What follows belongs to an exercise in optimizing a design on an open flow for small area and a short achievable clock period; a production flow would make more cautious choices.
Where RTL was checked, it was by simulation tests only, not by an equivalence proof against the original.
Power and IR drop assume default switching activity.

## delta
==> flow/design.v <==
module fifo_queue
#(
        parameter QUEUE_SIZE = 16,
        parameter QUEUE_PTR_WIDTH_IN_BITS = 4,
        parameter SINGLE_ENTRY_WIDTH_IN_BITS = 32,
        parameter STORAGE_TYPE = "LUTRAM"
)
(
        input                                                                   reset_in,
        input                                                                   clk_in,
        output                                                                  is_empty_out,
        output                                                                  is_full_out,
        input           [SINGLE_ENTRY_WIDTH_IN_BITS - 1 : 0]                    request_in,
        input                                                                   request_valid_in,
        output  reg                                                             issue_ack_out,
        output  reg     [SINGLE_ENTRY_WIDTH_IN_BITS - 1 : 0]                    request_out,
        output  reg                                                             request_valid_out,
        input                                                                   issue_ack_in,
        output          [SINGLE_ENTRY_WIDTH_IN_BITS * QUEUE_SIZE - 1 : 0]       fifo_entry_packed_out,
        output          [QUEUE_SIZE - 1 : 0]                                    fifo_entry_valid_packed_out
);
localparam W = SINGLE_ENTRY_WIDTH_IN_BITS;
localparam N = QUEUE_SIZE;
reg  [N - 1 : 0]     write_sel;
reg  [N - 1 : 0]     read_sel;
reg                  full_r;
reg                  empty_r;
reg                  not_full_r;
reg                  not_empty_r;
reg  [N - 1 : 0]     valid_r;
reg  [W * N - 1 : 0] data_r;
assign is_full_out                 = full_r;
assign is_empty_out                = empty_r;
assign fifo_entry_valid_packed_out = valid_r;
assign fifo_entry_packed_out       = data_r;
wire write = request_valid_in & (not_full_r | issue_ack_in);
wire read  = issue_ack_in & not_empty_r;
wire [N - 1 : 0] valid_next_slot = {valid_r[0], valid_r[N - 1 : 1]};
wire after_read_valid  = |(read_sel  & valid_next_slot);
wire after_write_valid = |(write_sel & valid_next_slot);
wire full_next  = not_full_r ? (request_valid_in & ~read & after_write_valid)
                             : (~issue_ack_in | request_valid_in);
wire empty_next = not_full_r & ~request_valid_in & (~not_empty_r | (issue_ack_in & ~after_read_valid));
wire [N - 1 : 0] write_sel_next = write ? {write_sel[N - 2 : 0], write_sel[N - 1]} : write_sel;
wire [N - 1 : 0] read_sel_next  = read  ? {read_sel[N - 2 : 0],  read_sel[N - 1]}  : read_sel;
reg  [W - 1 : 0] head;
integer k;
always @(*)
begin
        head = {W{1'b0}};
        for (k = 0; k < N; k = k + 1)
                head = head | (data_r[k * W +: W] & {W{read_sel[k]}});
end
always @(posedge clk_in, posedge reset_in)
begin
        if (reset_in)
        begin
                write_sel         <= {{(N - 1){1'b0}}, 1'b1};
                read_sel          <= {{(N - 1){1'b0}}, 1'b1};
                issue_ack_out     <= 1'b0;
                request_out       <= {W{1'b0}};
                request_valid_out <= 1'b0;
                full_r            <= 1'b0;
                empty_r           <= 1'b1;
                not_full_r        <= 1'b1;
                not_empty_r       <= 1'b0;
        end
        else
        begin
                write_sel         <= write_sel_next;
                read_sel          <= read_sel_next;
                issue_ack_out     <= write;
                request_out       <= head;
                request_valid_out <= not_empty_r;
                full_r            <= full_next;
                empty_r           <= empty_next;
                not_full_r        <= ~full_next;
                not_empty_r       <= ~empty_next;
        end
end
genvar gen;
generate
        for (gen = 0; gen < N; gen = gen + 1)
        begin : slot
                wire we   = write & write_sel[gen];
                wire keep = ~(issue_ack_in & (read_sel[gen] & not_empty_r));
                always @(posedge clk_in, posedge reset_in)
                begin
                        if (reset_in)
                        begin
                                data_r[gen * W +: W] <= {W{1'b0}};
                                valid_r[gen]         <= 1'b0;
                        end
                        else
                        begin
                                data_r[gen * W +: W] <= (request_in & {W{we}}) | (data_r[gen * W +: W] & {W{keep}});
                                valid_r[gen]         <= we | (valid_r[gen] & keep);
                        end
                end
        end
endgenerate
endmodule
Settings: LEC_CHECK=0, CAP_MARGIN=20, CORE_MARGIN=2, CORE_UTILIZATION=40, SETUP_SLACK_MARGIN=2.8, SLEW_MARGIN=20; clock period 5.0 ns.
standard.sh (not shown) runs the stock make flow with config.mk's settings and CLKGATE_MAP_FILE= SYNTH_SCRIPT=/design/flow/synth_recipe.tcl, a recipe that flattens the netlist after the stock synthesis.
==> flow/flow/run.sh <==
#!/bin/bash
export BUFFER_PORTS_ARGS="-buffer_cell sky130_fd_sc_hd__buf_1"
export SETUP_MOVE_SEQUENCE="unbuffer,sizeup,swap"
bash standard.sh MATCH_CELL_FOOTPRINT=0 finish > standard.log 2>&1
Edits applied to the flow inputs when going from delta to gamma:
--- a/flow/design.v
+++ b/flow/design.v
@@ -19,32 +19,32 @@
         output          [SINGLE_ENTRY_WIDTH_IN_BITS * QUEUE_SIZE - 1 : 0]       fifo_entry_packed_out,
         output          [QUEUE_SIZE - 1 : 0]                                    fifo_entry_valid_packed_out
 );
 localparam W = SINGLE_ENTRY_WIDTH_IN_BITS;
 localparam N = QUEUE_SIZE;
-reg  [N - 1 : 0]     write_sel;
-reg  [N - 1 : 0]     read_sel;
+reg  [QUEUE_PTR_WIDTH_IN_BITS - 1 : 0] write_ptr;
+reg  [QUEUE_PTR_WIDTH_IN_BITS - 1 : 0] read_ptr;
 reg                  full_r;
 reg                  empty_r;
 reg                  not_full_r;
 reg                  not_empty_r;
 reg  [N - 1 : 0]     valid_r;
 reg  [W * N - 1 : 0] data_r;
 assign is_full_out                 = full_r;
 assign is_empty_out                = empty_r;
 assign fifo_entry_valid_packed_out = valid_r;
 assign fifo_entry_packed_out       = data_r;
+wire [N - 1 : 0] write_sel = {{(N - 1){1'b0}}, 1'b1} << write_ptr;
+wire [N - 1 : 0] read_sel  = {{(N - 1){1'b0}}, 1'b1} << read_ptr;
 wire write = request_valid_in & (not_full_r | issue_ack_in);
 wire read  = issue_ack_in & not_empty_r;
 wire [N - 1 : 0] valid_next_slot = {valid_r[0], valid_r[N - 1 : 1]};
 wire after_read_valid  = |(read_sel  & valid_next_slot);
 wire after_write_valid = |(write_sel & valid_next_slot);
 wire full_next  = not_full_r ? (request_valid_in & ~read & after_write_valid)
                              : (~issue_ack_in | request_valid_in);
 wire empty_next = not_full_r & ~request_valid_in & (~not_empty_r | (issue_ack_in & ~after_read_valid));
-wire [N - 1 : 0] write_sel_next = write ? {write_sel[N - 2 : 0], write_sel[N - 1]} : write_sel;
-wire [N - 1 : 0] read_sel_next  = read  ? {read_sel[N - 2 : 0],  read_sel[N - 1]}  : read_sel;
 reg  [W - 1 : 0] head;
 integer k;
 always @(*)
 begin
         head = {W{1'b0}};
@@ -53,24 +53,24 @@
 end
 always @(posedge clk_in, posedge reset_in)
 begin
         if (reset_in)
         begin
-                write_sel         <= {{(N - 1){1'b0}}, 1'b1};
-                read_sel          <= {{(N - 1){1'b0}}, 1'b1};
+                write_ptr         <= {(QUEUE_PTR_WIDTH_IN_BITS){1'b0}};
+                read_ptr          <= {(QUEUE_PTR_WIDTH_IN_BITS){1'b0}};
                 issue_ack_out     <= 1'b0;
                 request_out       <= {W{1'b0}};
                 request_valid_out <= 1'b0;
                 full_r            <= 1'b0;
                 empty_r           <= 1'b1;
                 not_full_r        <= 1'b1;
                 not_empty_r       <= 1'b0;
         end
         else
         begin
-                write_sel         <= write_sel_next;
-                read_sel          <= read_sel_next;
+                write_ptr         <= write_ptr + write;
+                read_ptr          <= read_ptr + read;
                 issue_ack_out     <= write;
                 request_out       <= head;
                 request_valid_out <= not_empty_r;
                 full_r            <= full_next;
                 empty_r           <= empty_next;
Results
Maximum clock rate for gamma is lower than for delta.
Looking at main power-consuming group, the combinational logic result is from gamma; the sequential cells one comes from delta.
reg2out as the category of the most critical setup path was reported by delta, and reg2reg by gamma.
sky130_fd_sc_hd__dfrtp_4 as the critical path's slowest cell was reported by gamma, and sky130_fd_sc_hd__dfrtp_1 by delta.
From delta to gamma the numbers moved as follows: sequential-cell power consumption increased about 110%, worst setup slack down 0.54 ns, cell count moved up.
In the reports, the flip-flop count of gamma falls short of that of delta.
delta → gamma: weighted congestion reported at the end of routability-driven placement increased about 7.5%; post-placement setup slack decreased 0.12 ns; critical path depth increased 5; area taken by flip-flops and latches decreased 490 um^2.
For gamma, only the layout was checked, not whether the RTL still works.

[what the ideal ports hide]
The flow's constraints put no driver on any port. The routed layouts listed below were extracted and timed again, unchanged, in two steps.
Step 1 sets driving cells, clkbuf_16 on the clock port and buf_2 on the other inputs (assumed; they add their load-dependent delay and slew).
Step 2 also shifts input and output timing later by t, the mid clock arrival at the registers, as if the neighbouring blocks saw the same clock.
a / b / c = ideal ports / drivers / drivers and shift; a / b = the first two.
run	t, ns	setup WS [ns]	cell pins on the clock port's net
delta	0.699	2.720 / 2.656 / 2.139	1
gamma	0.706	2.179 / 2.179 / 1.944	1
After both steps every run listed still meets setup and hold. For delta, which loses most, drivers alone change the setup slack by -0.064 ns; drivers and shift together by -0.581 ns.
